Context: an optimization exercise on an open-source flow, tuned for small area. The choices shown serve that exercise and are no tape-out recipe.
In this exercise RTL edits were held to simulation tests only and were not proved equivalent to the original.
Power figures rest on the tool's default switching activity, not on a simulated workload.

==> design.v <==
module hdlc_rd3 (
  input  [2:0] s,
  input  [7:0] d0, d1, d2,
  output [7:0] y
);
  assign y = ~((d0 & {8{s[0]}}) | (d1 & {8{s[1]}}) | (d2 & {8{s[2]}}));
endmodule
module hdlc_wsel (
  input        WR,
  input  [7:0] rd,
  input  [7:0] Data_In,
  output [7:0] wd
);
  assign wd = WR ? rd : Data_In;
endmodule
module hdlc_spmem #(
  parameter DEPTH       = 128,
  parameter DEFAULT_OUT = 1'b1
) (
  input            clk,
  input            rst,
  input      [6:0] add,
  input      [7:0] Data_In,
  output reg [7:0] Data_Out,
  input            WR
);
  localparam NG = (DEPTH + 2) / 3;
  reg  [7:0]      used;             
  wire [3*NG-1:0] sel;              
  wire [8*3*NG-1:0] q;              
  wire [8*NG-1:0] y;                
  reg  [7:0]      rd;
  integer i;
  localparam NW = 4;
  wire [8*NW-1:0] wd;
  genvar g;
  generate
    for (g = 0; g < 3*NG; g = g + 1) begin : row
      if (g < DEPTH) begin : m
        reg [7:0] data;
        assign sel[g] = (add == g);
        always @(posedge clk)
          if (sel[g]) data <= wd[8*(g*NW/DEPTH) +: 8];
        assign q[8*g +: 8] = data;
      end else begin : e
        assign sel[g] = 1'b0;
        assign q[8*g +: 8] = 8'h00;
      end
    end
    for (g = 0; g < NW; g = g + 1) begin : wsel
      hdlc_wsel ws (.WR(WR), .rd(rd), .Data_In(Data_In), .wd(wd[8*g +: 8]));
    end
    for (g = 0; g < NG; g = g + 1) begin : grp
      hdlc_rd3 rd3 (.s(sel[3*g +: 3]), .d0(q[8*(3*g) +: 8]), .d1(q[8*(3*g+1) +: 8]),
                    .d2(q[8*(3*g+2) +: 8]), .y(y[8*g +: 8]));
    end
  endgenerate
  always @(*) begin
    rd = 8'h00;
    for (i = 0; i < NG; i = i + 1)
      rd = rd | ~y[8*i +: 8];
  end
  always @(posedge clk or posedge rst)
    if (rst)
      used <= 8'd0;
    else if (!WR && ({1'b0, add} == used))
      used <= used + 1'b1;
  always @(posedge clk) begin
    if (!WR)
      Data_Out <= {8{DEFAULT_OUT}};
    else if ({1'b0, add} < used)
      Data_Out <= rd;
    else
      Data_Out <= 8'h00;
  end
endmodule
module hdlc #(
  parameter FCS_TYPE  = 2,
  parameter ADD_WIDTH = 7
) (
  output reg    Tx,
  input         Rx,
  input         TxClkEn,
  input         RxClkEn,
  input         TxEN,
  input         RxEn,
  input         RST_I,
  input         CLK_I,
  input  [2:0]  ADR_I,
  output reg [31:0] DAT_O,
  input  [31:0] DAT_I,
  input         WE_I,
  input         STB_I,
  output reg    ACK_O,
  input         CYC_I,
  output        RTY_O,
  output reg    TAG0_O,
  output reg    TAG1_O
);
  localparam [6:0] MAX_ADDRESS = 7'h7F;
  assign RTY_O = 1'b0;
  reg        ack_0, ack_1, ack_2, ack_3, ack_4;
  reg  [4:1] DATO_0;    
  reg  [4:1] DATO_2;    
  reg [31:0] DATO_3;
  reg  [6:0] DATO_4;
  reg        en_0, en_1, en_2, en_3, en_4;
  reg  [2:0] wb_counter;
  reg        rst_count;
  reg        TxEnable, TxAbort, TxFCSen;
  reg  [7:0] TxDataInBuff;
  reg        Txwr;
  reg        RxRd;
  wire       TxDone, Tx_Full, Tx_AbortedTrans_D2;
  wire [6:0] Rx_FrameSize;
  wire       RxRdy_int, Rx_Buff_Overflow, Rx_FrameError_D2, Rx_FCSerr, Rx_AbortSignal_D2;
  wire [7:0] RxDataBuffOut;
  reg        rd3_acc;    
  reg  [7:0] DAT_O_lo;
  always @(*) DAT_O = {DATO_3[31:8] & {24{rd3_acc}}, DAT_O_lo};
  always @(posedge CLK_I) begin
    case (ADR_I)
      3'b000:  DAT_O_lo <= {3'b000, DATO_0[4:1], TAG0_O};
      3'b010:  DAT_O_lo <= {3'b000, DATO_2[4:1], TAG1_O};
      3'b011:  DAT_O_lo <= DATO_3[7:0];
      3'b100:  DAT_O_lo <= {1'b0, DATO_4};
      default: DAT_O_lo <= 8'h00;
    endcase
  end
  always @(posedge CLK_I) begin
    if (RST_I) begin
      ACK_O     <= 1'b0;
      rd3_acc   <= 1'b0;
      TAG0_O    <= 1'b0;
      TAG1_O    <= 1'b0;
      en_0      <= 1'b0;
      en_1      <= 1'b0;
      en_2      <= 1'b0;
      en_3      <= 1'b0;
      en_4      <= 1'b0;
      rst_count <= 1'b1;
    end else begin
      TAG0_O  <= TxDone;
      TAG1_O  <= RxRdy_int;
      rd3_acc <= CYC_I && STB_I && (ADR_I == 3'b011);
      if (CYC_I && STB_I) begin
        case (ADR_I)
          3'b000: begin
            ACK_O <= ack_0;
            en_0 <= 1'b1; en_1 <= 1'b0; en_2 <= 1'b0; en_3 <= 1'b0; en_4 <= 1'b0;
            rst_count <= 1'b1;
          end
          3'b001: begin
            ACK_O <= ack_1;
            en_0 <= 1'b0; en_1 <= !ack_1; en_2 <= 1'b0; en_3 <= 1'b0; en_4 <= 1'b0;
            rst_count <= (wb_counter == 3'd4);
          end
          3'b010: begin
            ACK_O <= ack_2;
            en_0 <= 1'b0; en_1 <= 1'b0; en_2 <= 1'b1; en_3 <= 1'b0; en_4 <= 1'b0;
          end
          3'b011: begin
            ACK_O <= ack_3;
            en_0 <= 1'b0; en_1 <= 1'b0; en_2 <= 1'b0; en_3 <= !ack_3; en_4 <= 1'b0;
            rst_count <= (wb_counter == 3'd7);
          end
          3'b100: begin
            ACK_O <= ack_4;
            en_0 <= 1'b0; en_1 <= 1'b0; en_2 <= 1'b0; en_3 <= 1'b0; en_4 <= 1'b1;
          end
          default: begin
            ACK_O <= 1'b1;
            en_0 <= 1'b0; en_1 <= 1'b0; en_2 <= 1'b0; en_3 <= 1'b0; en_4 <= 1'b0;
          end
        endcase
      end else begin
        ACK_O <= 1'b0;
        en_0 <= 1'b0; en_1 <= 1'b0; en_2 <= 1'b0; en_3 <= 1'b0; en_4 <= 1'b0;
      end
    end
  end
  always @(posedge CLK_I) DATO_0[4:1] <= {Tx_Full, Tx_AbortedTrans_D2, 2'b00};
  always @(posedge CLK_I) begin
    if (RST_I) begin
      ack_0    <= 1'b0;
      TxEnable <= 1'b0;
      TxAbort  <= 1'b0;
      TxFCSen  <= 1'b1;
    end else begin
      ack_0  <= en_0;
      if (en_0 && WE_I) begin
        TxEnable <= DAT_I[1];
        TxAbort  <= DAT_I[2];
        TxFCSen  <= DAT_I[5];
      end
    end
  end
  always @(posedge CLK_I) TxDataInBuff <= DAT_I[8*wb_counter[1:0] +: 8];
  always @(posedge CLK_I) begin
    if (RST_I) begin
      ack_1 <= 1'b0;
      Txwr  <= 1'b0;
    end else begin
      Txwr  <= WE_I && en_1 && !wb_counter[2];
      ack_1 <= WE_I && en_1 && (wb_counter == 3'd3);
    end
  end
  always @(posedge CLK_I) DATO_2[4:1] <= {Rx_Buff_Overflow, Rx_AbortSignal_D2, Rx_FrameError_D2, Rx_FCSerr};
  always @(posedge CLK_I) begin
    if (RST_I) ack_2 <= 1'b0;
    else       ack_2 <= en_2;
  end
  always @(posedge CLK_I) begin
    if (en_3 && !WE_I && (wb_counter != 3'd0) && (wb_counter <= 3'd5))
      DATO_3 <= {RxDataBuffOut, DATO_3[31:8]};
    else if (!ack_3)
      DATO_3 <= 32'h0;
  end
  always @(posedge CLK_I) begin
    if (RST_I) begin
      ack_3 <= 1'b0;
      RxRd  <= 1'b0;
    end else begin
      RxRd  <= en_3 && !WE_I && (wb_counter <= 3'd2);
      ack_3 <= en_3 && !WE_I && (wb_counter == 3'd5);
    end
  end
  always @(posedge CLK_I) DATO_4 <= Rx_FrameSize;
  always @(posedge CLK_I) begin
    if (RST_I) ack_4 <= 1'b0;
    else       ack_4 <= en_4;
  end
  always @(posedge CLK_I) begin
    if (rst_count)             wb_counter <= 3'd0;
    else if (en_1 || en_3)     wb_counter <= wb_counter + 3'd1;
    else                       wb_counter <= 3'd0;
  end
  wire       Tx_rdy_D1;            
  wire       Tx_AbortedTrans_D1;   
  reg        Tx_WriteByte_D2;      
  reg        Tx_ValidFrame_D2;     
  reg  [7:0] TXD;                  
  reg ts_rdy_ff, Tx_rdy_D2, ts_wr_ff, Tx_WriteByte_D1, ts_ack_i, ts_ack_ff, Tx_ack;
  reg ts_af_ff, Tx_AbortFrame_D1, ts_vf_ff, Tx_ValidFrame_D1, ts_at_ff;
  reg Tx_AbortedTrans_D2_r;
  assign Tx_AbortedTrans_D2 = Tx_AbortedTrans_D2_r;
  always @(posedge CLK_I or posedge RST_I)
    if (RST_I) begin
      ts_rdy_ff <= 1'b0; Tx_rdy_D2 <= 1'b0;
      ts_ack_ff <= 1'b0; Tx_ack <= 1'b0;
      ts_at_ff <= 1'b0; Tx_AbortedTrans_D2_r <= 1'b0;
    end else begin
      Tx_rdy_D2 <= ts_rdy_ff; ts_rdy_ff <= Tx_rdy_D1;
      Tx_ack <= ts_ack_ff; ts_ack_ff <= ts_ack_i;
      Tx_AbortedTrans_D2_r <= ts_at_ff; ts_at_ff <= Tx_AbortedTrans_D1;
    end
  always @(posedge CLK_I or posedge RST_I)
    if (RST_I) begin
      ts_wr_ff <= 1'b0; Tx_WriteByte_D1 <= 1'b0; ts_ack_i <= 1'b0;
      ts_af_ff <= 1'b0; Tx_AbortFrame_D1 <= 1'b0;
      ts_vf_ff <= 1'b0; Tx_ValidFrame_D1 <= 1'b0;
    end else if (TxClkEn) begin
      ts_ack_i <= ts_wr_ff; Tx_WriteByte_D1 <= ts_wr_ff; ts_wr_ff <= Tx_WriteByte_D2;
      Tx_AbortFrame_D1 <= ts_af_ff; ts_af_ff <= TxAbort;
      Tx_ValidFrame_D1 <= ts_vf_ff; ts_vf_ff <= Tx_ValidFrame_D2;
    end
  localparam TB_IDLE = 2'd0, TB_WRITE = 2'd1, TB_READ = 2'd2;
  reg  [1:0] tb_p_state, tb_n_state;
  reg  [6:0] tb_FrameSize, tb_Count;
  reg        tb_WR_i, tb_load_FrSize, tb_en_Count, tb_rst_count;
  reg        TxDataAvail, tb_TxDone;
  reg        Tx_RdBuff;    
  wire [7:0] TxDataOutBuff;
  assign TxDone  = tb_TxDone;
  assign Tx_Full = (tb_Count == MAX_ADDRESS);
  always @(posedge CLK_I or posedge RST_I)
    if (RST_I)             tb_Count <= 7'd0;
    else if (tb_rst_count) tb_Count <= 7'd0;
    else if (tb_en_Count)  tb_Count <= tb_Count + 1'b1;
  always @(posedge CLK_I)
    if (tb_load_FrSize) tb_FrameSize <= tb_Count;
  always @(posedge CLK_I or posedge RST_I)
    if (RST_I) tb_p_state <= TB_IDLE;
    else       tb_p_state <= tb_n_state;
  always @(*) begin
    case (tb_p_state)
      TB_IDLE: begin
        tb_TxDone      = 1'b1;
        TxDataAvail    = 1'b0;
        tb_load_FrSize = 1'b0;
        tb_WR_i        = !Txwr;
        if (Txwr) begin
          tb_n_state   = TB_WRITE;
          tb_en_Count  = 1'b1;
          tb_rst_count = 1'b0;
        end else begin
          tb_n_state   = TB_IDLE;
          tb_en_Count  = 1'b0;
          tb_rst_count = 1'b1;
        end
      end
      TB_WRITE: begin
        tb_TxDone   = 1'b0;
        TxDataAvail = 1'b0;
        tb_WR_i     = !Txwr;
        tb_en_Count = Txwr;
        if (TxEnable || (tb_Count == MAX_ADDRESS)) begin
          tb_n_state     = TB_READ;
          tb_load_FrSize = 1'b1;
          tb_rst_count   = 1'b1;
        end else begin
          tb_n_state     = TB_WRITE;
          tb_load_FrSize = 1'b0;
          tb_rst_count   = 1'b0;
        end
      end
      TB_READ: begin
        tb_WR_i        = 1'b1;
        tb_en_Count    = Tx_RdBuff;
        tb_load_FrSize = 1'b0;
        TxDataAvail    = 1'b1;
        if (tb_Count == tb_FrameSize) begin
          tb_TxDone    = 1'b1;
          tb_n_state   = TB_IDLE;
          tb_rst_count = 1'b1;
        end else begin
          tb_TxDone    = 1'b0;
          tb_n_state   = TB_READ;
          tb_rst_count = 1'b0;
        end
      end
      default: begin
        tb_WR_i        = 1'b1;
        tb_en_Count    = 1'b0;
        tb_load_FrSize = 1'b0;
        TxDataAvail    = 1'b0;
        tb_TxDone      = 1'b0;
        tb_rst_count   = 1'b1;
        tb_n_state     = tb_p_state;
      end
    endcase
  end
  hdlc_spmem #(.DEPTH(128), .DEFAULT_OUT(1'b0)) TxMem (
    .clk(CLK_I), .rst(RST_I), .add(tb_Count), .Data_In(TxDataInBuff),
    .Data_Out(TxDataOutBuff), .WR(tb_WR_i));
  localparam TF_IDLE = 4'd0, TF_READ = 4'd1, TF_WRITE = 4'd2, TF_WAIT = 4'd3,
             TF_SETZ1 = 4'd4, TF_WRITEZ1 = 4'd5, TF_SETZ2 = 4'd6, TF_WAIT2 = 4'd7,
             TF_WAIT_STATE1 = 4'd8, TF_WAIT_STATE2 = 4'd9, TF_WAIT_STATE3 = 4'd10;
  reg [15:0] tf_FCS;
  reg [3:0]  tf_state;
  wire [15:0] tf_crc_data = crc16_d8(TxDataOutBuff, tf_FCS);
  wire [15:0] tf_crc_ones = crc16_d8(8'hFF, tf_FCS);
  reg [15:0] tf_FCS_n;
  reg [7:0]  TXD_n;
  always @(*) begin
    tf_FCS_n = tf_FCS;
    TXD_n    = TXD;
    case (tf_state)
      TF_IDLE: begin
        tf_FCS_n = 16'hFFFF;
        TXD_n    = 8'h00;
      end
      TF_READ: begin
        tf_FCS_n = tf_crc_data;
        TXD_n    = TxDataOutBuff;
      end
      TF_WAIT: begin
        if (TxDataAvail) begin
          TXD_n = TxDataOutBuff;
        end else begin
          TXD_n    = 8'hFF;
          tf_FCS_n = TxFCSen ? tf_crc_ones : 16'hFFFF;
        end
      end
      TF_SETZ1: begin
        tf_FCS_n = tf_crc_ones;
        TXD_n    = 8'hFF;
      end
      TF_SETZ2: begin
        if (Tx_rdy_D2)
          TXD_n = ~{tf_FCS[8], tf_FCS[9], tf_FCS[10], tf_FCS[11],
                    tf_FCS[12], tf_FCS[13], tf_FCS[14], tf_FCS[15]};
        else
          TXD_n = 8'hFF;
      end
      TF_WAIT2: begin
        if (Tx_rdy_D2)
          TXD_n = ~{tf_FCS[0], tf_FCS[1], tf_FCS[2], tf_FCS[3],
                    tf_FCS[4], tf_FCS[5], tf_FCS[6], tf_FCS[7]};
        else
          TXD_n = 8'hFF;
      end
      default: ;
    endcase
  end
  always @(posedge CLK_I) begin
    tf_FCS <= tf_FCS_n;
    TXD    <= TXD_n;
  end
  always @(posedge CLK_I or posedge RST_I) begin
    if (RST_I) begin
      Tx_ValidFrame_D2 <= 1'b0;
      Tx_WriteByte_D2  <= 1'b0;
      Tx_RdBuff        <= 1'b0;
      tf_state         <= TF_IDLE;
    end else begin
      case (tf_state)
        TF_IDLE: begin
          Tx_ValidFrame_D2 <= TxDataAvail;
          Tx_WriteByte_D2  <= 1'b0;
          if (Tx_rdy_D2) begin
            tf_state  <= TF_READ;
            Tx_RdBuff <= 1'b1;
          end else begin
            tf_state  <= TF_IDLE;
            Tx_RdBuff <= 1'b0;
          end
        end
        TF_READ: begin
          Tx_ValidFrame_D2 <= 1'b1;
          Tx_WriteByte_D2  <= 1'b1;
          Tx_RdBuff        <= 1'b0;
          tf_state         <= TF_WAIT_STATE1;
        end
        TF_WAIT_STATE1: begin
          if (!Tx_rdy_D2) tf_state <= TF_WAIT;
        end
        TF_WAIT: begin
          Tx_ValidFrame_D2 <= 1'b1;
          Tx_WriteByte_D2  <= 1'b0;
          if (TxDataAvail) begin
            if (Tx_rdy_D2) begin
              Tx_RdBuff <= 1'b1;
              tf_state  <= TF_READ;
            end else begin
              Tx_RdBuff <= 1'b0;
              tf_state  <= TF_WAIT;
            end
          end else begin
            Tx_RdBuff <= 1'b0;
            if (TxFCSen) begin
              tf_state <= TF_SETZ1;
            end else begin
              tf_state <= TF_IDLE;
            end
          end
        end
        TF_SETZ1: begin
          Tx_ValidFrame_D2 <= 1'b1;
          Tx_WriteByte_D2  <= 1'b0;
          Tx_RdBuff        <= 1'b0;
          tf_state         <= TF_SETZ2;
        end
        TF_SETZ2: begin
          Tx_ValidFrame_D2 <= 1'b1;
          Tx_RdBuff        <= 1'b0;
          if (Tx_rdy_D2) begin
            Tx_WriteByte_D2 <= 1'b1;
            tf_state <= TF_WAIT_STATE2;
          end else begin
            Tx_WriteByte_D2 <= 1'b0;
            tf_state        <= TF_SETZ2;
          end
        end
        TF_WAIT_STATE2: begin
          if (!Tx_rdy_D2) tf_state <= TF_WAIT2;
        end
        TF_WAIT2: begin
          Tx_ValidFrame_D2 <= 1'b1;
          Tx_RdBuff        <= 1'b0;
          if (Tx_rdy_D2) begin
            Tx_WriteByte_D2 <= 1'b1;
            tf_state <= TF_WAIT_STATE3;
          end else begin
            Tx_WriteByte_D2 <= 1'b0;
            tf_state        <= TF_WAIT2;
          end
        end
        TF_WAIT_STATE3: begin
          if (!Tx_rdy_D2) tf_state <= TF_IDLE;
        end
        default: ;
      endcase
    end
  end
  reg [3:0] tc_a_counter;
  reg       tc_a_state;
  reg [2:0] tc_f_state;
  reg [4:0] tc_f_counter;
  reg       tc_enable;        
  reg       tc_BackendEnable, tc_Frame, tc_AbortTrans;
  reg       zi_inProgress;
  always @(posedge CLK_I or posedge RST_I) begin
    if (RST_I) begin
      tc_AbortTrans <= 1'b0;
      tc_a_counter  <= 4'd0;
      tc_enable     <= 1'b1;
      tc_a_state    <= 1'b0;
    end else if (TxClkEn) begin
      if (TxEN) begin
        case (tc_a_state)
          1'b0: begin
            if (Tx_AbortedTrans_D1 || Tx_AbortFrame_D1) begin
              tc_a_state   <= 1'b1;
              tc_a_counter <= 4'd0;
            end
            tc_AbortTrans <= 1'b0;
          end
          1'b1: begin
            if (tc_a_counter == 4'd8) begin
              tc_a_counter <= 4'd0;
              if (!Tx_AbortedTrans_D1 && !Tx_AbortFrame_D1) begin
                tc_a_state    <= 1'b0;
                tc_AbortTrans <= 1'b0;
              end else begin
                tc_AbortTrans <= 1'b1;
              end
            end else begin
              tc_a_counter <= tc_a_counter + 4'd1;
            end
          end
        endcase
      end
      tc_enable <= TxEN;
    end
  end
  always @(posedge CLK_I or posedge RST_I) begin
    if (RST_I) begin
      tc_Frame         <= 1'b0;
      tc_f_state       <= 3'b000;
      tc_f_counter     <= 5'd0;
      tc_BackendEnable <= 1'b0;
    end else if (TxClkEn && TxEN) begin
      case (tc_f_state)
        3'b000: begin
          tc_Frame <= 1'b0;
          if (Tx_ValidFrame_D1) begin
            tc_f_state       <= 3'b001;
            tc_BackendEnable <= 1'b1;
          end else begin
            tc_BackendEnable <= 1'b0;
          end
          tc_f_counter <= 5'd0;
        end
        3'b001: begin
          if (tc_f_counter > 5'd1 && !zi_inProgress) begin
            tc_f_state <= 3'b010;
            tc_Frame   <= 1'b1;
          end else begin
            tc_Frame <= 1'b0;
          end
          if (!zi_inProgress) tc_f_counter <= tc_f_counter + 5'd1;
          tc_BackendEnable <= 1'b1;
        end
        3'b010: begin
          tc_Frame <= 1'b1;
          if (!Tx_ValidFrame_D1) begin
            tc_f_state       <= 3'b011;
            tc_BackendEnable <= 1'b0;
          end else begin
            tc_BackendEnable <= 1'b1;
          end
          tc_f_counter <= 5'd0;
        end
        3'b011: begin
          if (tc_f_counter > 5'd2 && !zi_inProgress) tc_f_state <= 3'b100;
          tc_Frame <= 1'b1;
          if (!zi_inProgress) tc_f_counter <= tc_f_counter + 5'd1;
          tc_BackendEnable <= 1'b0;
        end
        3'b100: begin
          if (tc_f_counter == 5'd10) begin
            tc_f_counter <= 5'd0;
            tc_f_state   <= 3'b000;
            tc_Frame     <= 1'b0;
          end else begin
            tc_f_counter <= tc_f_counter + 5'd1;
            tc_Frame     <= 1'b1;
          end
          tc_BackendEnable <= 1'b0;
        end
        default: ;
      endcase
    end
  end
  reg [7:0]  zi_data_reg;
  reg        zi_flag, zi_delay_TX, zi_TXD;
  reg [15:0] zi_tmp_reg;
  reg [3:0]  zi_counter;
  reg        zi_b_state, zi_rdy, zi_abortedTrans;
  reg [15:0] zi_tmp_n;
  reg [3:0]  zi_cnt_n;
  reg        zi_ones;
  assign Tx_rdy_D1          = zi_rdy;
  assign Tx_AbortedTrans_D1 = zi_abortedTrans;
  always @(posedge CLK_I or posedge RST_I) begin
    if (RST_I) begin
      zi_tmp_reg    <= 16'h0000;
      zi_counter    <= 4'd0;
      zi_flag       <= 1'b1;
      zi_TXD        <= 1'b1;
      zi_delay_TX   <= 1'b1;
      zi_inProgress <= 1'b0;
    end else if (TxClkEn && TxEN) begin
      zi_ones = &zi_tmp_reg[4:0];
      zi_delay_TX <= zi_tmp_reg[0];
      zi_TXD      <= zi_delay_TX;
      zi_tmp_n = zi_tmp_reg;
      zi_cnt_n = zi_counter;
      if (zi_ones) begin
        zi_tmp_n[4:0] = {1'b0, zi_tmp_reg[4:1]};
      end else begin
        zi_tmp_n = {1'b0, zi_tmp_reg[15:1]};
        zi_cnt_n = zi_counter + 4'd1;
      end
      if (zi_cnt_n == 4'd8) begin
        zi_cnt_n = 4'd0;
        zi_flag       <= 1'b1;
        zi_inProgress <= 1'b0;
        zi_tmp_n[15:8] = zi_data_reg;
      end else begin
        zi_inProgress <= 1'b1;
        zi_flag       <= 1'b0;
      end
      zi_tmp_reg <= zi_tmp_n;
      zi_counter <= zi_cnt_n;
    end
  end
  always @(posedge CLK_I or posedge RST_I) begin
    if (RST_I) begin
      zi_b_state      <= 1'b0;
      zi_data_reg     <= 8'h00;
      zi_rdy          <= 1'b0;
      zi_abortedTrans <= 1'b0;
    end else if (TxClkEn && TxEN) begin
      if (tc_BackendEnable) begin
        case (zi_b_state)
          1'b0: begin
            if (zi_flag) begin
              zi_b_state  <= 1'b1;
              zi_rdy      <= 1'b1;
              zi_data_reg <= 8'h00;
            end
          end
          1'b1: begin
            if (Tx_WriteByte_D1) begin
              zi_b_state  <= 1'b0;
              zi_rdy      <= 1'b0;
              zi_data_reg <= TXD;
            end else if (zi_flag) begin
              zi_b_state      <= 1'b0;
              zi_rdy          <= 1'b0;
              zi_data_reg     <= 8'h00;
              zi_abortedTrans <= 1'b1;
            end
          end
        endcase
      end else begin
        zi_rdy          <= 1'b0;
        zi_b_state      <= 1'b0;
        zi_abortedTrans <= 1'b0;
      end
    end
  end
  reg [7:0] fi_transmit_reg;
  reg       fi_state;
  always @(posedge CLK_I or posedge RST_I) begin
    if (RST_I) begin
      fi_transmit_reg <= 8'hFF;
      fi_state        <= 1'b0;
      Tx              <= 1'b1;
    end else if (TxClkEn) begin
      if (TxEN) begin
        case (fi_state)
          1'b0: begin
            Tx <= fi_transmit_reg[0];
            if (tc_Frame && !tc_AbortTrans) begin
              fi_state        <= 1'b1;
              fi_transmit_reg <= 8'b01111110;
            end else begin
              fi_transmit_reg <= {1'b1, fi_transmit_reg[7:1]};
            end
          end
          1'b1: begin
            Tx <= fi_transmit_reg[0];
            if (tc_AbortTrans) begin
              fi_transmit_reg <= 8'b11111110;
              fi_state        <= 1'b0;
            end else if (!tc_Frame) begin
              fi_transmit_reg <= 8'b01111110;
              fi_state        <= 1'b0;
            end else begin
              fi_transmit_reg <= {zi_TXD, fi_transmit_reg[7:1]};
            end
          end
        endcase
      end else begin
        Tx <= 1'b1;
      end
    end
  end
  reg       fd_FlagDetect, fd_Abort, fd_RXD, fd_RXEn_O;
  reg [7:0] fd_ShiftReg, fd_Enable_Reg;
  always @(posedge CLK_I or posedge RST_I) begin
    if (RST_I) begin
      fd_FlagDetect <= 1'b0;
      fd_Abort      <= 1'b0;
      fd_RXD        <= 1'b0;
      fd_ShiftReg   <= 8'h00;
      fd_RXEn_O     <= 1'b1;
      fd_Enable_Reg <= 8'hFF;
    end else if (RxClkEn) begin
      fd_FlagDetect <= !fd_ShiftReg[0] && (&fd_ShiftReg[6:1]) && !fd_ShiftReg[7];
      fd_Abort      <= !fd_ShiftReg[0] && (&fd_ShiftReg[7:1]);
      fd_ShiftReg   <= {Rx, fd_ShiftReg[7:1]};
      fd_RXD        <= fd_ShiftReg[0];
      fd_RXEn_O     <= fd_Enable_Reg[0];
      fd_Enable_Reg <= {RxEn, fd_Enable_Reg[7:1]};
    end
  end
  reg [2:0] rc_counter, rc_FlagCounter;
  reg       rc_FrameStatus, rc_FlagInit;
  reg [7:0] rc_FrameStatusReg;
  reg       rc_enable, rc_initzero, Rx_ValidFrame_D1, Rx_FrameError_D1, Rx_AbortSignal_D1;
  reg [2:0] rc_fc_n;
  reg       rc_fs_n, rc_fi_n;
  reg       zd_aval;
  always @(posedge CLK_I or posedge RST_I) begin
    if (RST_I) begin
      rc_enable         <= 1'b0;
      rc_FrameStatus    <= 1'b0;
      Rx_ValidFrame_D1  <= 1'b0;
      Rx_AbortSignal_D1 <= 1'b0;
      rc_counter        <= 3'd0;
      rc_FlagInit       <= 1'b0;
      rc_initzero       <= 1'b0;
      rc_FrameStatusReg <= 8'h00;
      Rx_FrameError_D1  <= 1'b0;
      rc_FlagCounter    <= 3'd0;
    end else if (RxClkEn) begin
      rc_fc_n = rc_FlagCounter;
      rc_fs_n = rc_FrameStatus;
      rc_fi_n = rc_FlagInit;
      if (fd_FlagDetect) begin
        rc_fi_n = 1'b1;
        rc_fs_n = 1'b0;
        rc_fc_n = 3'd0;
        Rx_AbortSignal_D1 <= 1'b0;
      end
      if (rc_fi_n) begin
        if (rc_fc_n == 3'd7) begin
          rc_fs_n = 1'b1;
          rc_fc_n = 3'd0;
          rc_initzero <= 1'b1;
          rc_fi_n = 1'b0;
        end else begin
          rc_fc_n = rc_fc_n + 3'd1;
          rc_initzero <= 1'b0;
        end
      end else begin
        rc_initzero <= 1'b0;
      end
      if (fd_Abort) begin
        rc_fs_n = 1'b0;
        Rx_AbortSignal_D1 <= 1'b1;
      end
      Rx_ValidFrame_D1  <= rc_FrameStatusReg[0];
      rc_FrameStatusReg <= {rc_fs_n, rc_FrameStatusReg[7:1]};
      if (fd_RXEn_O) begin
        if (rc_fs_n) begin
          if (zd_aval) begin
            rc_enable        <= 1'b1;
            rc_counter       <= 3'd0;
            Rx_FrameError_D1 <= 1'b0;
          end else begin
            if (rc_counter == 3'd5) begin
              rc_enable        <= 1'b0;
              rc_counter       <= 3'd0;
              Rx_FrameError_D1 <= 1'b1;
            end else begin
              rc_enable        <= 1'b1;
              rc_counter       <= rc_counter + 3'd1;
              Rx_FrameError_D1 <= 1'b0;
            end
          end
        end else begin
          Rx_FrameError_D1 <= 1'b0;
          rc_enable        <= 1'b0;
        end
      end else begin
        Rx_FrameError_D1 <= 1'b0;
        rc_enable        <= 1'b0;
      end
      rc_FlagCounter <= rc_fc_n;
      rc_FrameStatus <= rc_fs_n;
      rc_FlagInit    <= rc_fi_n;
    end
  end
  reg [7:0] zd_DataRegister, zd_tempRegister, RxD;
  reg       zd_flag, zd_status, zd_rdy_var, Rx_rdy_D1;
  reg [2:0] zd_counter;
  reg [5:0] zd_checkreg;
  reg [2:0] zd_cnt_n;
  reg [5:0] zd_cr_n;
  reg       zd_zd, zd_st_n, zd_rv_n;
  reg       Rx_Readbyte_D1;
  wire [2:0] zd_cnt_cur     = rc_initzero ? 3'd0 : zd_counter;
  wire [5:0] zd_checkreg_n  = rc_initzero ? {fd_RXD, 5'b00000} : {fd_RXD, zd_checkreg[5:1]};
  reg  [7:0] zd_tr_cur;
  always @(*) begin
    zd_tr_cur = zd_tempRegister;
    zd_tr_cur[zd_cnt_cur] = fd_RXD;
  end
  always @(posedge CLK_I or posedge RST_I) begin
    if (RST_I) begin
      zd_counter      <= 3'd0;
      zd_flag         <= 1'b0;
      zd_checkreg     <= 6'd0;
    end else if (RxClkEn && rc_enable) begin
      zd_cnt_n = zd_counter;
      if (!rc_initzero) begin
        zd_cr_n = {fd_RXD, zd_checkreg[5:1]};
      end else begin
        zd_cr_n = {fd_RXD, 5'b00000};
        zd_cnt_n = 3'd0;
      end
      zd_zd = !zd_cr_n[5] && (&zd_cr_n[4:0]);
      if (zd_zd) begin
        zd_flag <= 1'b0;
      end else begin
        if (zd_cnt_n == 3'd7) begin
          zd_cnt_n = 3'd0;
          zd_flag <= 1'b1;
        end else begin
          zd_cnt_n = zd_cnt_n + 3'd1;
          zd_flag <= 1'b0;
        end
      end
      zd_counter      <= zd_cnt_n;
      zd_checkreg     <= zd_cr_n;
    end
  end
  always @(posedge CLK_I)
    if (RxClkEn && rc_enable) begin
      zd_tempRegister <= zd_tr_cur;
      if (!(!zd_checkreg_n[5] && (&zd_checkreg_n[4:0])) && (zd_cnt_cur == 3'd7))
        zd_DataRegister <= zd_tr_cur;
    end
  always @(posedge CLK_I)
    if (RxClkEn && rc_enable && zd_flag) RxD <= zd_DataRegister;
  always @(posedge CLK_I or posedge RST_I) begin
    if (RST_I) begin
      zd_status  <= 1'b0;
      zd_aval    <= 1'b1;
      zd_rdy_var <= 1'b0;
      Rx_rdy_D1  <= 1'b0;
    end else if (RxClkEn) begin
      zd_st_n = zd_status;
      zd_rv_n = zd_rdy_var;
      if (rc_enable && zd_flag) begin
        zd_st_n = 1'b1;
        zd_rv_n = 1'b1;
      end
      if (Rx_Readbyte_D1) begin
        zd_st_n = 1'b0;
        zd_rv_n = 1'b0;
      end
      Rx_rdy_D1 <= zd_rv_n;
      if (!Rx_ValidFrame_D1) zd_aval <= 1'b1;
      else                   zd_aval <= !zd_st_n;
      zd_status  <= zd_st_n;
      zd_rdy_var <= zd_rv_n;
    end
  end
  reg rs_rdy_ff, Rx_rdy_D2, rs_rd_ff, rs_vf_ff, Rx_ValidFrame_D2, rs_ab_ff, rs_fe_ff;
  reg Rx_AbortSignal_D2_r, Rx_FrameError_D2_r;
  reg Rx_Readbyte_D2;    
  assign Rx_AbortSignal_D2 = Rx_AbortSignal_D2_r;
  assign Rx_FrameError_D2  = Rx_FrameError_D2_r;
  always @(posedge CLK_I or posedge RST_I)
    if (RST_I) begin
      rs_rdy_ff <= 1'b0; Rx_rdy_D2 <= 1'b0;
      rs_vf_ff <= 1'b0; Rx_ValidFrame_D2 <= 1'b0;
      rs_ab_ff <= 1'b0; Rx_AbortSignal_D2_r <= 1'b0;
      rs_fe_ff <= 1'b0; Rx_FrameError_D2_r <= 1'b0;
    end else begin
      Rx_rdy_D2 <= rs_rdy_ff; rs_rdy_ff <= Rx_rdy_D1;
      Rx_ValidFrame_D2 <= rs_vf_ff; rs_vf_ff <= Rx_ValidFrame_D1;
      Rx_AbortSignal_D2_r <= rs_ab_ff; rs_ab_ff <= Rx_AbortSignal_D1;
      Rx_FrameError_D2_r <= rs_fe_ff; rs_fe_ff <= Rx_FrameError_D1;
    end
  always @(posedge CLK_I or posedge RST_I)
    if (RST_I) begin
      rs_rd_ff <= 1'b0; Rx_Readbyte_D1 <= 1'b0;
    end else if (RxClkEn) begin
      Rx_Readbyte_D1 <= rs_rd_ff; rs_rd_ff <= Rx_Readbyte_D2;
    end
  localparam RF_IDLE = 2'd0, RF_RUN = 2'd1, RF_READ = 2'd2, RF_EOF = 2'd3;
  reg [1:0]  rf_p_state, rf_n_state;
  reg [15:0] rf_FCS, rf_FCS_value;
  reg        rf_WrBuff_i, rf_EOF_i, rf_FCSerr;
  reg [7:0]  Rx_DataBuff;
  reg        Rx_WrBuff, Rx_EOF;
  wire [15:0] rf_crc_next = crc16_d8(RxD, rf_FCS);
  assign Rx_FCSerr = rf_FCSerr;
  always @(posedge CLK_I) begin
    rf_FCS      <= rf_FCS_value;
    Rx_DataBuff <= RxD;
  end
  always @(posedge CLK_I or posedge RST_I) begin
    if (RST_I) begin
      rf_p_state  <= RF_IDLE;
      Rx_WrBuff   <= 1'b0;
      Rx_EOF      <= 1'b0;
    end else begin
      rf_p_state  <= rf_n_state;
      Rx_WrBuff   <= rf_WrBuff_i;
      Rx_EOF      <= rf_EOF_i;
    end
  end
  always @(*) begin
    case (rf_p_state)
      RF_IDLE: begin
        rf_FCSerr      = 1'b0;
        rf_WrBuff_i    = 1'b0;
        rf_FCS_value   = 16'hFFFF;
        Rx_Readbyte_D2 = 1'b0;
        rf_EOF_i       = 1'b0;
        rf_n_state     = Rx_ValidFrame_D2 ? RF_RUN : RF_IDLE;
      end
      RF_RUN: begin
        rf_FCSerr      = 1'b0;
        rf_WrBuff_i    = 1'b0;
        Rx_Readbyte_D2 = 1'b0;
        rf_FCS_value   = rf_FCS;
        if (Rx_ValidFrame_D2) begin
          rf_EOF_i   = 1'b0;
          rf_n_state = Rx_rdy_D2 ? RF_READ : RF_RUN;
        end else begin
          rf_n_state = RF_EOF;
          rf_EOF_i   = 1'b1;
        end
      end
      RF_EOF: begin
        rf_n_state     = RF_IDLE;
        Rx_Readbyte_D2 = 1'b0;
        rf_WrBuff_i    = 1'b0;
        rf_FCSerr      = TxFCSen && (rf_FCS != 16'h1D0F);
        rf_FCS_value   = 16'hFFFF;
        rf_EOF_i       = 1'b0;
      end
      default: begin   
        rf_FCSerr = 1'b0;
        rf_EOF_i  = 1'b0;
        if (Rx_rdy_D2) begin
          rf_n_state     = RF_READ;
          rf_FCS_value   = rf_FCS;
          rf_WrBuff_i    = 1'b0;
          Rx_Readbyte_D2 = 1'b1;
        end else begin
          rf_n_state     = RF_RUN;
          rf_FCS_value   = rf_crc_next;
          rf_WrBuff_i    = 1'b1;
          Rx_Readbyte_D2 = 1'b0;
        end
      end
    endcase
  end
  localparam RB_IDLE = 2'd0, RB_WRITE = 2'd1, RB_READ = 2'd2;
  reg  [6:0] rb_Count, rb_FrameSize;
  reg  [1:0] rb_p_state, rb_n_state;
  reg        rb_load_FrSize, rb_en_Count, rb_rst_count, rb_WR_i;
  reg        rb_Overflow_i, rb_RxRdy_i, rb_Overflow, rb_RxRdy;
  assign Rx_FrameSize     = rb_FrameSize;
  assign RxRdy_int        = rb_RxRdy;
  assign Rx_Buff_Overflow = rb_Overflow;
  always @(posedge CLK_I or posedge RST_I)
    if (RST_I)             rb_Count <= 7'd0;
    else if (rb_rst_count) rb_Count <= 7'd0;
    else if (rb_en_Count)  rb_Count <= rb_Count + 1'b1;
  always @(posedge CLK_I or posedge RST_I)
    if (RST_I)               rb_FrameSize <= 7'd0;
    else if (rb_load_FrSize) rb_FrameSize <= rb_Count - FCS_TYPE;
  always @(posedge CLK_I or posedge RST_I)
    if (RST_I) begin
      rb_p_state  <= RB_IDLE;
      rb_Overflow <= 1'b0;
      rb_RxRdy    <= 1'b0;
    end else begin
      rb_p_state  <= rb_n_state;
      rb_Overflow <= rb_Overflow_i;
      rb_RxRdy    <= rb_RxRdy_i;
    end
  always @(*) begin
    case (rb_p_state)
      RB_WRITE: begin
        rb_Overflow_i = (rb_Count == MAX_ADDRESS);
        rb_WR_i       = !Rx_WrBuff;
        rb_en_Count   = Rx_WrBuff;
        if (Rx_EOF || (rb_Count == MAX_ADDRESS)) begin
          rb_RxRdy_i     = 1'b1;
          rb_n_state     = RB_READ;
          rb_load_FrSize = 1'b1;
          rb_rst_count   = 1'b1;
        end else begin
          rb_RxRdy_i     = 1'b0;
          rb_n_state     = RB_WRITE;
          rb_load_FrSize = 1'b0;
          rb_rst_count   = 1'b0;
        end
      end
      RB_READ: begin
        rb_WR_i        = 1'b1;
        rb_en_Count    = RxRd;
        rb_load_FrSize = 1'b0;
        if (rb_Count == rb_FrameSize) begin
          rb_Overflow_i = 1'b0;
          rb_RxRdy_i    = 1'b0;
          rb_n_state    = RB_IDLE;
          rb_rst_count  = 1'b1;
        end else begin
          if (Rx_WrBuff) begin
            rb_Overflow_i = 1'b1;
            rb_n_state    = RB_WRITE;
            rb_rst_count  = 1'b1;
          end else begin
            rb_Overflow_i = 1'b0;
            rb_n_state    = RB_READ;
            rb_rst_count  = 1'b0;
          end
          rb_RxRdy_i = 1'b1;
        end
      end
      default: begin   
        rb_RxRdy_i     = 1'b0;
        rb_load_FrSize = 1'b0;
        rb_WR_i        = !Rx_WrBuff;
        rb_Overflow_i  = 1'b0;
        if (Rx_WrBuff) begin
          rb_n_state   = RB_WRITE;
          rb_en_Count  = 1'b1;
          rb_rst_count = 1'b0;
        end else begin
          rb_n_state   = RB_IDLE;
          rb_en_Count  = 1'b0;
          rb_rst_count = 1'b1;
        end
      end
    endcase
  end
  hdlc_spmem #(.DEPTH(127), .DEFAULT_OUT(1'b1)) RxMem (
    .clk(CLK_I), .rst(RST_I), .add(rb_Count), .Data_In(Rx_DataBuff),
    .Data_Out(RxDataBuffOut), .WR(rb_WR_i));
  function [15:0] crc16_d8(input [7:0] D, input [15:0] C);
    begin
      crc16_d8[0]  = D[4] ^ D[0] ^ C[8]  ^ C[12];
      crc16_d8[1]  = D[5] ^ D[1] ^ C[9]  ^ C[13];
      crc16_d8[2]  = D[6] ^ D[2] ^ C[10] ^ C[14];
      crc16_d8[3]  = D[7] ^ D[3] ^ C[11] ^ C[15];
      crc16_d8[4]  = D[4] ^ C[12];
      crc16_d8[5]  = D[5] ^ D[4] ^ D[0] ^ C[8] ^ C[12] ^ C[13];
      crc16_d8[6]  = D[6] ^ D[5] ^ D[1] ^ C[9] ^ C[13] ^ C[14];
      crc16_d8[7]  = D[7] ^ D[6] ^ D[2] ^ C[10] ^ C[14] ^ C[15];
      crc16_d8[8]  = D[7] ^ D[3] ^ C[0] ^ C[11] ^ C[15];
      crc16_d8[9]  = D[4] ^ C[1] ^ C[12];
      crc16_d8[10] = D[5] ^ C[2] ^ C[13];
      crc16_d8[11] = D[6] ^ C[3] ^ C[14];
      crc16_d8[12] = D[7] ^ D[4] ^ D[0] ^ C[4] ^ C[8] ^ C[12] ^ C[15];
      crc16_d8[13] = D[5] ^ D[1] ^ C[5] ^ C[9] ^ C[13];
      crc16_d8[14] = D[6] ^ D[2] ^ C[6] ^ C[10] ^ C[14];
      crc16_d8[15] = D[7] ^ D[3] ^ C[7] ^ C[11] ^ C[15];
    end
  endfunction
endmodule
==> flow/run.sh <==
#!/bin/bash
# The standard layout (standard.sh, with the standard synthesis), with
# three knobs changed through make variables:
#  - the buffers that synthesis (ABC) inserted are removed at floorplan, so
#    that the resizer buffers only the nets that need it;
#  - ports are buffered with the smallest buffer;
#  - the clock tree uses clkbuf_16 sink clusters of up to 26 flip-flops
#    within 80 um, and no dummy loads.
# The make output goes to flow_make.log; each ORFS step writes its own log
# under orfs/logs/.
set -euo pipefail
cd "$(dirname "$0")/.."
bash standard.sh \
  REMOVE_ABC_BUFFERS=1 \
  "BUFFER_PORTS_ARGS=-buffer_cell sky130_fd_sc_hd__buf_1" \
  "CTS_ARGS=-sink_clustering_enable -repair_clock_nets -sink_clustering_size 26 -sink_clustering_max_diameter 80 -buf_list sky130_fd_sc_hd__clkbuf_16 -dont_use_dummy_load" \
  finish > flow_make.log 2>&1
==> standard.sh <==
#!/bin/bash
# synth_recipe.tcl (not shown) runs the flow's synth.tcl, then flattens the netlist and writes it again
# the make line also repeats each setting of config.mk as NAME=value (left out here)
make -C /OpenROAD-flow-scripts/flow DESIGN_CONFIG=/design/flow/config.mk WORK_HOME=/design/flow/orfs CLKGATE_MAP_FILE= SYNTH_SCRIPT=/design/flow/synth_recipe.tcl "${@:-finish}"
==> config.mk <==
export PLATFORM = sky130hd
export DESIGN_NAME = hdlc
export DESIGN_NICKNAME = hdlc
export VERILOG_FILES = /design/flow/design.v
export SDC_FILE = /design/flow/constraint.sdc
export NUM_CORES = 4
export LEC_CHECK = 0
export CAP_MARGIN = 10
export CORE_MARGIN = 2
export CORE_UTILIZATION = 60
export GPL_TIMING_DRIVEN = 0
export PLACE_DENSITY = 0.8
export SLEW_MARGIN = 10
export SYNTH_HIERARCHICAL = 1
export SYNTH_MINIMUM_KEEP_SIZE = 0
==> constraint.sdc <==
create_clock -name core_clock -period 10.0 [get_ports {CLK_I}]
set_input_delay 2.0000 -clock core_clock [delete_from_list [all_inputs] [get_ports {CLK_I}]]
set_output_delay 2.0000 -clock core_clock [all_outputs]
set_load 0.01 [all_outputs]
==> summary.txt, run 1 <==
CTS
  • CTS clk-pin slew, worst paths: 0.10 ns
  • H-tree depth: 3
  • Setup Fix Bufs, Post-CTS: 0
  • Num CTS Buffers: 109
  • Cts hold-fix bufs: 0
  • Sink Count: between 2k and 2.5k
  • Root Buffer Master: clkbuf_16
  • CTS Buffer Depth: 3
  • Worst-skew pair later-pin latency: 0.78 ns
  • # resized after CTS: 0
  • CTS tree: built

GRT
  • Vias in the first global route: 45.3k
  • Largest net degree at the start of global routing: 92
  • Wire length of the first global-routing pass: 282000 um
  • GRT Util Overall: 24.5%
  • Overflow after GRT: 0
  • Initial antenna violation count: 10

Timing
  • Final setup violation count: 0
  • Slew HR: 11.5%
  • Final Hold Fails: 0
  • RSZ-0062 raised after global routing: no
  • Clock Skews: 0.116 ns
  • Final TNS setup: 0 ns
  • Final Critical Period: 5.31 ns
  • Hold slack: 0.345 ns
  • Crit share post-route: 53.1%
  • Fmax: 188 MHz
  • Slew @ Worst Pin: 1.32 ns
  • Final slew viol count: 0

Setup path
  • CP Launch Point: rb_Count[4]
  • CP Capture Type: flip-flop
  • Critical Path Source Type: flip-flop
  • CP Class: flip-flop to flip-flop
  • Reg2reg setup slack: 4.69 ns
  • FF-to-FF End: RxMem.row[45].m.data[3]
  • Critical Path AT: 5.72 ns
  • Reg-to-reg startpoint: rb_Count[4]
  • Worst r2r path cells: 8
  • CP required: between 10 and 15 ns
  • Critical path peak fanout: 32

Final layout
  • Number of flip-flops in the largest register: around 1k
  • Commonest non-fill, non-tap cell in the layout: edfxtp_1
  • Area Overhead vs Synth: 5.54%
  • Layout Cells excl Fill: roughly 6.9k
  • Share of layout cells above drive strength 1: 8.76%
  • Largest registers: TxMem.row.m.data: 1024 flops, RxMem.row.m.data: 1016 flops, DATO_3: 32 flops
  • Most frequent cells in the layout: 2143 x edfxtp_1, 688 x a222oi_1, 204 x nor2_1
  • Nets: 5073
  • Top reg by flops: TxMem.row.m.data
  • Fillers: 9540

Floorplan
  • Std-Cell Rows: 141
  • Initial Util: 60.4%
  • Core ar.: 148000 um^2
  • # IOs: 82
  • DIE HEIGHT: 390 um
  • Die area: 152000 um^2
  • Die X: 390 um

Place
  • Detail Placement HPWL: 121000 um
  • RePlAce Congestion: 0.876
  • Placed cells: 6773
  • Input/output buffers: 80

Routing
  • Avg WL per Cell: around 27 um
  • Drt drc: 0
  • Via density: 7.07
  • Final wirelength: around 190000 um
  • Drt pass-1 iters: 14
  • Vias: 48.9k
  • Post-route antenna net violation count: 0
  • Initial drt markers: approximately 7.8k

Synth
  • Ys flop type: edfxtp_1
  • Top post-synthesis cells by area: edfxtp_1 72%, a222oi_1 7.7%, dfrtp_1 4.6%
  • Syn Inst Count: 4989
  • Syn_area_per_cell: approximately 18 um^2
  • Synth cell types: between 80 and 90
  • Asr flop ratio synth: 7.77%
  • Synth Cell Area: 89200 um^2
  • Syn. warnings: 9
  • Yosys top cell area share: 72.1%
  • #FFs+latches synth: 2406
  • Post-synth EDFFs: 2143
  • Sequential element share of the synthesized area: 79.1%
  • Area leader, netlist: edfxtp_1

Power
  • VDD IR max: 0.162 mV
  • Power Density: approximately 200 nW/um^2
  • Leak: 26.9 nW

Run status
  • Status: timing/DRC/antenna clean

Run
  • Max_cap viols: 0

Worst hold path
  • Min-delay src: en_4
  • Hold path endpoint: ack_4
  • Hold Crit Class: flip-flop to flip-flop
  • Min-Delay Path Depth: 1
-- how the worst max path moves through the flow --
stage                                   end  slack, ns  depth (start not counted)
finish              RxMem.row[45].m.data[3]       4.69                          8
global route        RxMem.row[45].m.data[3]       4.64                          8
CTS                 RxMem.row[40].m.data[1]       4.73                          9
detailed placement  RxMem.row[48].m.data[1]       4.72                          9
global placement                       en_1       0.67                          4
floorplan                              en_1       3.20                          3
-- modules after synthesis, one instance, submodules excluded, excerpt --
module | area (um^2) | copies in the design
hdlc | 14700 | 1
hdlc_rd3 | 90.1 | 86
hdlc_wsel | 131 | 8
-- logic make-up (layout without fill, tap and decap cells) --
family                     Yosys count  count (layout)  share of synthesized area [%]
DFF                               2406            2406                           79.1
and+or+nand+nor                   1010            1010                           5.66
AOI/OAI and AO/OA                  956             956                           9.74
buffers and inverters              337             299                           1.84
muxes                              122             122                           1.91
xor gates and xnor gates           105             105                           1.03
adders and majority gates           50              50                          0.701
other                                3              31                         0.0126
-- synth_stat cells (all sizes together) (54+ instances only) --
cell	instances
inv	75
dfrtp	165
edfxtp	2143
nand2	184
o21ai	70
nand3	67
and2	59
xnor2	54
mux2	106
dfxtp	76
clkbuf	223
a21oi	62
a222oi	688
nand4	177
nor2	335
-- worst max-delay path, stage by stage (launching register included) --
cell      delay, ns
dfrtp_1        0.71
nand3_1        0.92
nor2_1         0.53
a222oi_1       0.92
nand4_1        0.27
nor4_1         0.73
and3_1         0.36
inv_1          0.11
mux2_4         0.41
-- per-stage QoR --
stage,setup WS [ns],util (%),total power [mW],instance area (um^2)
detailed placement,4.72,61.6,13.8,90900
global placement,0.674,61.4,13.7,90700
CTS,4.73,63.4,18.4,93700
floorplan,3.20,-,13.1,88000
finish,4.69,63.8,18.4,94200
global route,4.64,63.8,18.9,94200
-- cell type report --
cell class / count / area, um^2 / share of cell area, %
flip-flops and latches: 2406 / 70600 / 74.9
well taps: 1930 / 2410 / 2.56
clock buffers: 109 / 2730 / 2.90
repair buffers: 115 / 688 / 0.731
multi-input cells: 2271 / 17500 / 18.5
diodes: 3 / 7.51 / 0.00797
inverters: 75 / 289 / 0.307
-- metal layers --
metal	up-vias	track usage [%]	wire length [um]
met5	-	0.0319	48
li1	20826	-	-
met2	2962	36.9	86900
met4	8	7.56	6070
met3	317	4.52	22600
met1	24764	36.7	74300
-- power breakdown --
| part | total (mW) | internal, mW | switching, mW |
|---|---|---|---|
| combinational | 1.69 | 0.456 | 1.23 |
| clock | 4.75 | 1.94 | 2.81 |
| sequential | 11.9 | 11.8 | 0.179 |
| total | 18.4 | 14.1 | 4.22 |
==> run 2: changes to the inputs <==
--- a/design.v
+++ b/design.v
@@ -348,8 +348,9 @@
              TF_WAIT_STATE1 = 4'd8, TF_WAIT_STATE2 = 4'd9, TF_WAIT_STATE3 = 4'd10;
   reg [15:0] tf_FCS;
   reg [3:0]  tf_state;
-  wire [15:0] tf_crc_data = crc16_d8(TxDataOutBuff, tf_FCS);
-  wire [15:0] tf_crc_ones = crc16_d8(8'hFF, tf_FCS);
+  wire [15:0] tf_crc      = crc16_d8((tf_state == TF_READ) ? TxDataOutBuff : 8'hFF, tf_FCS);
+  wire [15:0] tf_crc_data = tf_crc;
+  wire [15:0] tf_crc_ones = tf_crc;
   reg [15:0] tf_FCS_n;
   reg [7:0]  TXD_n;
   always @(*) begin
==> summary.txt, run 2 <==
Run status
  • Status: timing/DRC/antenna clean (unchanged)

Synth
  • Most frequent cells after synthesis: 2143 x edfxtp_1, 688 x a222oi_1, 342 x nor2_1, 191 x nand2_1, 175 x nand4_1 (was 2143 x edfxtp_1, 688 x a222oi_1, 333 x nor2_1, 183 x nand2_1, 177 x nand4_1)
  • Ys flop type: edfxtp_1 (unchanged)
  • Asr flop ratio synth: 7.77% (unchanged)
  • Synth cell types: 81 (was 84)
  • Post-synth EDFFs: 2143 (unchanged)
  • Synth Cell Area: 89100 um^2 (was 89200 um^2)
  • Syn_area_per_cell: 17.9 um^2 (about the same)
  • Sequential element share of the synthesized area: 79.2% (was 79.1%)
  • Most numerous cell in the Yosys netlist: edfxtp_1 (unchanged)
  • Yosys top cell area share: 72.2% (was 72.1%)
  • Syn. warnings: 9 (unchanged)
  • Area leader, netlist: edfxtp_1 (unchanged)
  • #FFs+latches synth: 2406 (unchanged)
  • Syn Inst Count: 4982 (was 4989)
  • Top post-synthesis cells by area: edfxtp_1 72%, a222oi_1 7.7%, dfrtp_1 4.6% (unchanged)

Floorplan
  • DIE HEIGHT: 389 um (was 390 um)
  • Core ar.: 148000 um^2 (unchanged)
  • Initial Util: 60.3% (was 60.4%)
  • Std-Cell Rows: 141 (unchanged)
  • Die X: 389 um (was 390 um)
  • Die area: 152000 um^2 (about the same)
  • # IOs: 82 (unchanged)

Setup path
  • CP max stage delay: 1.19 ns (was 0.92 ns)
  • Critical path peak fanout: 32 (unchanged)
  • CP Launch Point: tb_Count[2] (was rb_Count[4])
  • CP Capture Type: flip-flop (unchanged)
  • CP cell instances: nor2_1, nand3_1, nor2_1, a222oi_1, nand4_1, nor4_1, nand3_1, mux2_4 (was nand3_1, nor2_1, a222oi_1, nand4_1, nor4_1, and3_1, inv_1, mux2_4)
  • Reg-to-reg startpoint: tb_Count[2] (was rb_Count[4])
  • Critical Path Source Type: flip-flop (unchanged)
  • CP Class: flip-flop to flip-flop (unchanged)
  • Critical Path AT: 6.39 ns (was 5.72 ns)
  • Slowest cell on crit path: nor4_1 (was nand3_1)
  • CP required: 10.43 ns (was 10.41 ns)

Place
  • Detail Placement HPWL: 120000 um (was 121000 um)
  • Input/output buffers: 80 (unchanged)
  • RePlAce Congestion: 0.884 (was 0.876)

CTS
  • H-tree depth: 3 (unchanged)
  • # resized after CTS: 0 (unchanged)
  • Root Buffer Master: clkbuf_16 (unchanged)
  • Worst-skew pair later-pin latency: 0.80 ns (was 0.78 ns)
  • CTS clk-pin slew, worst paths: 0.10 ns (about the same)
  • CTS Buffer Depth: 3 (unchanged)
  • Sink Count: 2406 (unchanged)
  • Num CTS Buffers: 108 (was 109)
  • CTS tree: built (unchanged)
  • Setup Fix Bufs, Post-CTS: 0 (unchanged)
  • Cts hold-fix bufs: 0 (unchanged)

Routing
  • Initial drt markers: 8114 (was 7778)
  • Final wirelength: 192000 um (was 190000 um)
  • Via density: 7.00 (was 7.07)
  • Drt pass-1 iters: 15 (was 14)
  • Drt drc: 0 (unchanged)
  • Vias: 48.3k (was 48.9k)
  • Post-route antenna net violation count: 0 (unchanged)
  • Avg WL per Cell: 27.7 um (was 27.5 um)

Timing
  • Fmax: 168 MHz (was 188 MHz)
  • Final setup violation count: 0 (unchanged)
  • Final Hold Fails: 0 (unchanged)
  • Crit share post-route: 59.6% (was 53.1%)
  • Clock Skews: 0.120 ns (was 0.116 ns)
  • RSZ-0062 raised after global routing: no (unchanged)
  • Slew HR: 6.18% (was 11.5%)
  • Final slew viol count: 0 (unchanged)
  • Final Critical Period: 5.96 ns (was 5.31 ns)
  • Final TNS setup: 0 ns (unchanged)
  • Slew @ Worst Pin: 1.39 ns (was 1.32 ns)

GRT
  • Overflow after GRT: 0 (unchanged)
  • Vias in the first global route: 45.5k (was 45.3k)
  • Largest net degree at the start of global routing: 98 (was 92)
  • Wire length of the first global-routing pass: 285000 um (was 282000 um)
  • Initial antenna violation count: 4 (was 10)
  • GRT Util Overall: 24.8% (was 24.5%)

Power
  • Leak: 26.9 nW (about the same)
  • Power Density: 198 nW/um^2 (was 195 nW/um^2)
  • VDD IR max: 0.221 mV (was 0.162 mV)

Final layout
  • Commonest non-fill, non-tap cell in the layout: edfxtp_1 (unchanged)
  • Util after Layout: 63.7% (was 63.8%)
  • Most frequent cells in the layout: 2143 x edfxtp_1, 688 x a222oi_1, 223 x nor2_1 (was 2143 x edfxtp_1, 688 x a222oi_1, 204 x nor2_1)
  • Top reg by flops: TxMem.row.m.data (unchanged)
  • Nets: 5072 (was 5073)
  • Number of flip-flops in the largest register: 1024 (unchanged)
  • Share of layout cells above drive strength 1: 8.82% (was 8.76%)
  • Area Overhead vs Synth: 5.55% (was 5.54%)
  • Largest registers: TxMem.row.m.data: 1024 flops, RxMem.row.m.data: 1016 flops, DATO_3: 32 flops (unchanged)

Worst hold path
  • Min-delay src: Rx_AbortSignal_D2_r (was en_4)
  • Hold Crit Class: flip-flop to flip-flop (unchanged)

Run
  • Max_cap viols: 0 (unchanged)
run 2: cell types whose count changed after synthesis, sizes merged, moves of 5 or more:
cell,before,now
a21oi,62,57
nand2,184,191
xor2,51,41
nor2,335,345
o21ai,70,82
o211ai,11,2
o221ai,6,0
run 2: worst paths after layout:
kind,end,slack (ns),cells after the start
setup / recovery,TxMem.row[6].m.data[0],4.04,8
hold / removal,DATO_2[3],0.34,0
setup reg to reg,TxMem.row[6].m.data[0],4.04,8
hold reg to reg,DATO_2[3],0.34,0
max in group asynchronous,fi_state,7.32,3
min in group asynchronous,TxMem.used[4],1.61,2
run 2: worst max-delay path, delay by kind of cell (launching register included):
kind	cells	cell delay (ns)
AND/OR/NAND/NOR	6	3.71
multiplexers	1	0.63
flip-flops	1	0.66
AO/OA/AOI/OAI	1	0.57
run 2: logic make-up after synthesis:
group                    after synthesis  share of synthesized area, %
adder cells (fa/ha/maj)               50                         0.702
flip-flops                          2406                          79.2
AO/OA/AOI/OAI                        936                          9.54
other                                  3                        0.0126
multiplexers                         126                          1.95
XOR/XNOR                              97                         0.969
AND/OR/NAND/NOR                     1032                          5.81
buffers and inverters                332                          1.80
run 2: routing by layer:
metal	share of wire, %	global-route usage, %	up-vias
met5	0.010	0	-
met3	11	5.08	411
met4	4.2	9.63	2
li1	-	-	20765
met1	38	34.6	24443
met2	47	39.0	2688
run 2: per-stage QoR:
| step | instance area, um^2 | power (mW) | cells | hold slack (ns) | setup slack (ns) |
|---|---|---|---|---|---|
| floorplan | 87900 | 13.4 | 4749 | 0.324 | 3.37 |
| global placement | 90600 | 14.0 | 6759 | 0.335 | 0.609 |
| detailed placement | 90800 | 14.1 | 6767 | 0.331 | 4.64 |
| CTS | 93500 | 18.6 | 6875 | 0.338 | 4.57 |
| global route | 94000 | 19.2 | 6905 | 0.341 | 4.21 |
| finish | 94000 | 18.6 | 6906 | 0.338 | 4.04 |
run 2: cell type report:
cell class                      instances  area (um^2)
Sequential cell                      2406        70600
Fill cell                            9552        53600
Multi-Input combinational cell       2269        17300
Clock buffer                          108         2700
Tap cell                             1930         2410
Timing Repair Buffer                  118          707
Inverter                               74          285
Antenna cell                            1         2.50
run 2: power breakdown:
part | switching [mW] | internal [mW] | total (mW)
Combinational | 1.29 | 0.524 | 1.81
Sequential | 0.292 | 11.8 | 12.1
Clock | 2.80 | 1.93 | 4.73
Total | 4.38 | 14.3 | 18.6
run 2: Yosys stat by module (local to each module, per instance), a selection:
module	copies in the design	flops+latches	cell area, um^2
hdlc_wsel	8	0	131
hdlc	1	334	14500
hdlc_rd3	86	0	90.1
==> run 3: changes to the inputs <==
--- a/design.v
+++ b/design.v
@@ -7,11 +7,12 @@
 endmodule
 module hdlc_wsel (
   input        WR,
+  input        WR_n,    
   input  [7:0] rd,
   input  [7:0] Data_In,
   output [7:0] wd
 );
-  assign wd = WR ? rd : Data_In;
+  assign wd = (rd & {8{WR}}) | (Data_In & {8{WR_n}});
 endmodule
 module hdlc_spmem #(
   parameter DEPTH       = 128,
@@ -48,7 +49,7 @@
       end
     end
     for (g = 0; g < NW; g = g + 1) begin : wsel
-      hdlc_wsel ws (.WR(WR), .rd(rd), .Data_In(Data_In), .wd(wd[8*g +: 8]));
+      hdlc_wsel ws (.WR(WR), .WR_n(!WR), .rd(rd), .Data_In(Data_In), .wd(wd[8*g +: 8]));
     end
     for (g = 0; g < NG; g = g + 1) begin : grp
       hdlc_rd3 rd3 (.s(sel[3*g +: 3]), .d0(q[8*(3*g) +: 8]), .d1(q[8*(3*g+1) +: 8]),
==> summary.txt, run 3 <==
CTS
  • CTS tree: built (unchanged)
  • Worst-skew pair later-pin latency: 0.79 ns (was 0.80 ns)
  • # resized after CTS: 0 (unchanged)
  • Cts hold-fix bufs: 0 (unchanged)
  • Root Buffer Master: clkbuf_16 (unchanged)
  • CTS Buffer Depth: 3 (unchanged)
  • H-tree depth: 3 (unchanged)
  • CTS clk-pin slew, worst paths: 0.10 ns (about the same)
  • Setup Fix Bufs, Post-CTS: 0 (unchanged)
  • Sink Count: 2406 (unchanged)
  • Num CTS Buffers: 107 (was 108)

Final layout
  • Top reg by flops: TxMem.row.m.data (unchanged)
  • Register area: 70600 um^2 (unchanged)
  • Multi-input logic area: 17100 um^2 (was 17300 um^2)
  • Commonest non-fill, non-tap cell in the layout: edfxtp_1 (unchanged)
  • Largest registers: TxMem.row.m.data: 1024 flops, RxMem.row.m.data: 1016 flops, DATO_3: 32 flops (unchanged)
  • Fillers: 9623 (was 9552)
  • Number of flip-flops in the largest register: 1024 (unchanged)
  • Final Cell Area: 93600 um^2 (was 94000 um^2)
  • Most frequent cells in the layout: 2143 x edfxtp_1, 688 x a222oi_1, 199 x nor2_1 (was 2143 x edfxtp_1, 688 x a222oi_1, 223 x nor2_1)
  • Share of layout cells above drive strength 1: 7.94% (was 8.82%)
  • Util after Layout: 63.5% (was 63.7%)
  • Nets: 5057 (was 5072)
  • Area Overhead vs Synth: 5.32% (was 5.55%)

Floorplan
  • Die X: 389 um (about the same)
  • Die area: 151000 um^2 (was 152000 um^2)
  • Core ar.: 147000 um^2 (was 148000 um^2)
  • # IOs: 82 (unchanged)
  • DIE HEIGHT: 389 um (about the same)
  • Initial Util: 60.3% (about the same)
  • Std-Cell Rows: 141 (unchanged)

Timing
  • Crit share post-route: 61.8% (was 59.6%)
  • Final slew viol count: 0 (unchanged)
  • Final setup violation count: 0 (unchanged)
  • Hold slack: 0.354 ns (was 0.338 ns)
  • Final Critical Period: 6.18 ns (was 5.96 ns)
  • Final Hold Fails: 0 (unchanged)
  • Slew @ Worst Pin: 1.33 ns (was 1.39 ns)
  • Final TNS setup: 0 ns (unchanged)
  • RSZ-0062 raised after global routing: no (unchanged)
  • Clock Skews: 0.140 ns (was 0.120 ns)
  • Slew HR: 10.8% (was 6.18%)
  • Fmax: 162 MHz (was 168 MHz)

GRT
  • Initial antenna violation count: 6 (was 4)
  • GRT Util Overall: 24.6% (was 24.8%)
  • Wire length of the first global-routing pass: 282000 um (was 285000 um)
  • Largest net degree at the start of global routing: 93 (was 98)
  • Vias in the first global route: 45.0k (was 45.5k)
  • Overflow after GRT: 0 (unchanged)

Place
  • RePlAce Congestion: 0.882 (was 0.884)
  • Detail Placement HPWL: 120000 um (about the same)
  • Input/output buffers: 80 (unchanged)
  • Post-DP Area: 90400 um^2 (was 90800 um^2)

Routing
  • Via density: 7.06 (was 7.00)
  • Final wirelength: 191000 um (was 192000 um)
  • Drt drc: 0 (unchanged)
  • Drt pass-1 iters: 11 (was 15)
  • Post-route antenna net violation count: 0 (unchanged)
  • Avg WL per Cell: 27.7 um (about the same)
  • Vias: 48.7k (was 48.3k)
  • Initial drt markers: 8617 (was 8114)

Synth
  • Synth cell types: 82 (was 81)
  • Area leader, netlist: edfxtp_1 (unchanged)
  • Syn. warnings: 9 (unchanged)
  • Asr flop ratio synth: 7.77% (unchanged)
  • Most numerous cell in the Yosys netlist: edfxtp_1 (unchanged)
  • Post-synth EDFFs: 2143 (unchanged)
  • Most frequent cells after synthesis: 2143 x edfxtp_1, 688 x a222oi_1, 333 x nor2_1, 180 x nand2_1, 176 x nand4_1 (was 2143 x edfxtp_1, 688 x a222oi_1, 342 x nor2_1, 191 x nand2_1, 175 x nand4_1)
  • Syn Inst Count: 4993 (was 4982)
  • Yosys top cell area share: 72.4% (was 72.2%)
  • Top post-synthesis cells by area: edfxtp_1 72%, a222oi_1 7.7%, dfrtp_1 4.6% (unchanged)
  • #FFs+latches synth: 2406 (unchanged)
  • Synth Cell Area: 88900 um^2 (was 89100 um^2)
  • Ys flop type: edfxtp_1 (unchanged)
  • Sequential element share of the synthesized area: 79.4% (was 79.2%)
  • Syn_area_per_cell: 17.8 um^2 (was 17.9 um^2)

Worst hold path
  • Hold path endpoint: Tx_rdy_D2 (was DATO_2[3])
  • Hold Crit Class: flip-flop to flip-flop (unchanged)
  • Min-Delay Path Depth: 0 (unchanged)
  • Min-delay src: ts_rdy_ff (was Rx_AbortSignal_D2_r)

Run status
  • Status: timing/DRC/antenna clean (unchanged)

Setup path
  • CP Class: flip-flop to flip-flop (unchanged)
  • CP required: 10.29 ns (was 10.43 ns)
  • Critical Path Source Type: flip-flop (unchanged)
  • Critical Path AT: 6.48 ns (was 6.39 ns)
  • Reg2reg setup slack: 3.82 ns (was 4.04 ns)
  • Critical path peak fanout: 32 (unchanged)
  • FF-to-FF End: TxMem.row[113].m.data[4] (was TxMem.row[6].m.data[0])
  • CP Capture Type: flip-flop (unchanged)
  • Reg-to-reg startpoint: tb_Count[3] (was tb_Count[2])
  • Worst r2r path cells: 8 (unchanged)

Power
  • VDD IR max: 0.209 mV (was 0.221 mV)
  • Power Density: 206 nW/um^2 (was 198 nW/um^2)
  • Leak: 26.6 nW (was 26.9 nW)

Run
  • Max_cap viols: 0 (unchanged)
-- run 3: through the flow --
stage | power (mW) | cells | setup WS [ns]
global placement | 14.6 | 6759 | 0.515
finish | 19.3 | 6894 | 3.82
detailed placement | 14.8 | 6767 | 4.17
global route | 19.9 | 6890 | 3.97
floorplan | 13.9 | 4749 | 3.18
CTS | 19.3 | 6874 | 4.09
-- run 3: per-layer routing --
layer / part of all wire (%) / global-route usage (%) / wire length (um) / up-vias
met5: 0.028 / 0 / 53 / -
met4: 2.9 / 7.55 / 5620 / 2
met3: 12 / 4.98 / 23700 / 343
met2: 46 / 36.5 / 87200 / 3020
met1: 39 / 37.3 / 74500 / 24455
li1: - / - / - / 20833
-- run 3: worst max path at each step --
stage / startpoint / endpoint / depth (start not counted)
after global placement: RST_I / en_1 / 4
after CTS: rb_Count[0] / RxMem.row[60].m.data[4] / 10
after detailed placement: rb_Count[0] / RxMem.row[57].m.data[4] / 10
after global routing: tb_Count[3] / TxMem.row[113].m.data[4] / 8
after floorplan: RST_I / en_1 / 3
final: tb_Count[3] / TxMem.row[113].m.data[4] / 8
-- run 3: report_power, final --
part / leakage [nW] / internal (mW) / switching (mW)
registers: 19.4 / 12.1 / 0.329
logic: 5.87 / 0.599 / 1.57
clock network: 1.32 / 1.91 / 2.81
-- run 3: final cells by class --
| type | instances | area share [%] |
|---|---|---|
| Timing Repair Buffer | 104 | 0.593 |
| Sequential cell | 2406 | 75.4 |
| Antenna cell | 4 | 0.0107 |
| Tap cell | 1930 | 2.58 |
| Multi-Input combinational cell | 2266 | 18.2 |
| Clock buffer | 107 | 2.86 |
| Inverter | 77 | 0.317 |
-- run 3: logic make-up after synthesis --
group | count (synthesis) | synth area share (%)
flops | 2406 | 79.4
simple gates | 1031 | 5.87
compound gates | 999 | 10.2
buf+inv | 346 | 1.95
xor+xnor | 96 | 0.978
mux | 62 | 0.890
fa+ha+maj | 50 | 0.704
other cells | 3 | 0.0127
-- run 3: critical path: stages, from the launching register on --
cell and delay (ns):
dfrtp_1 0.58, nor2b_1 0.26, nand3_1 0.70, nor2_1 0.53, a222oi_1 0.64, nand4_1 0.27
nor4_1 1.15, nand3_1 0.71, a22o_1 0.86
-- run 3: per-module statistics from Yosys, one instance, submodules excluded, a selection --
module     flip-flops and latches  cells inside  copies in the design
hdlc_wsel                       0            10                     8
hdlc                          334          1275                     1
hdlc_rd3                        0            10                    86

-- separate check: timing with driven ports --
Ports are ideal in the flow. The routed layouts listed here were re-timed in OpenROAD.
Step 1: set_driving_cell puts a clkbuf_16 on CLK_I and a buf_2 on each other input, an assumption about the parent block.
Step 2 times the ports against the registers' clock, not the clock port: input delays grow and output delays shrink by t, the midpoint of the rising clock arrivals with the driver on.
a / b / c = ideal ports / drivers / drivers and shift; a / b = the first two.
| run | t (ns) | slack for setup (ns) |
|---|---|---|
| run 1 | 0.810 | 4.691 / 4.691 / 4.691 |
| run 2 | 0.823 | 4.039 / 4.039 / 4.039 |
| run 3 | 0.806 | 3.816 / 3.816 / 3.816 |
After both steps setup and hold are still met in every run listed.
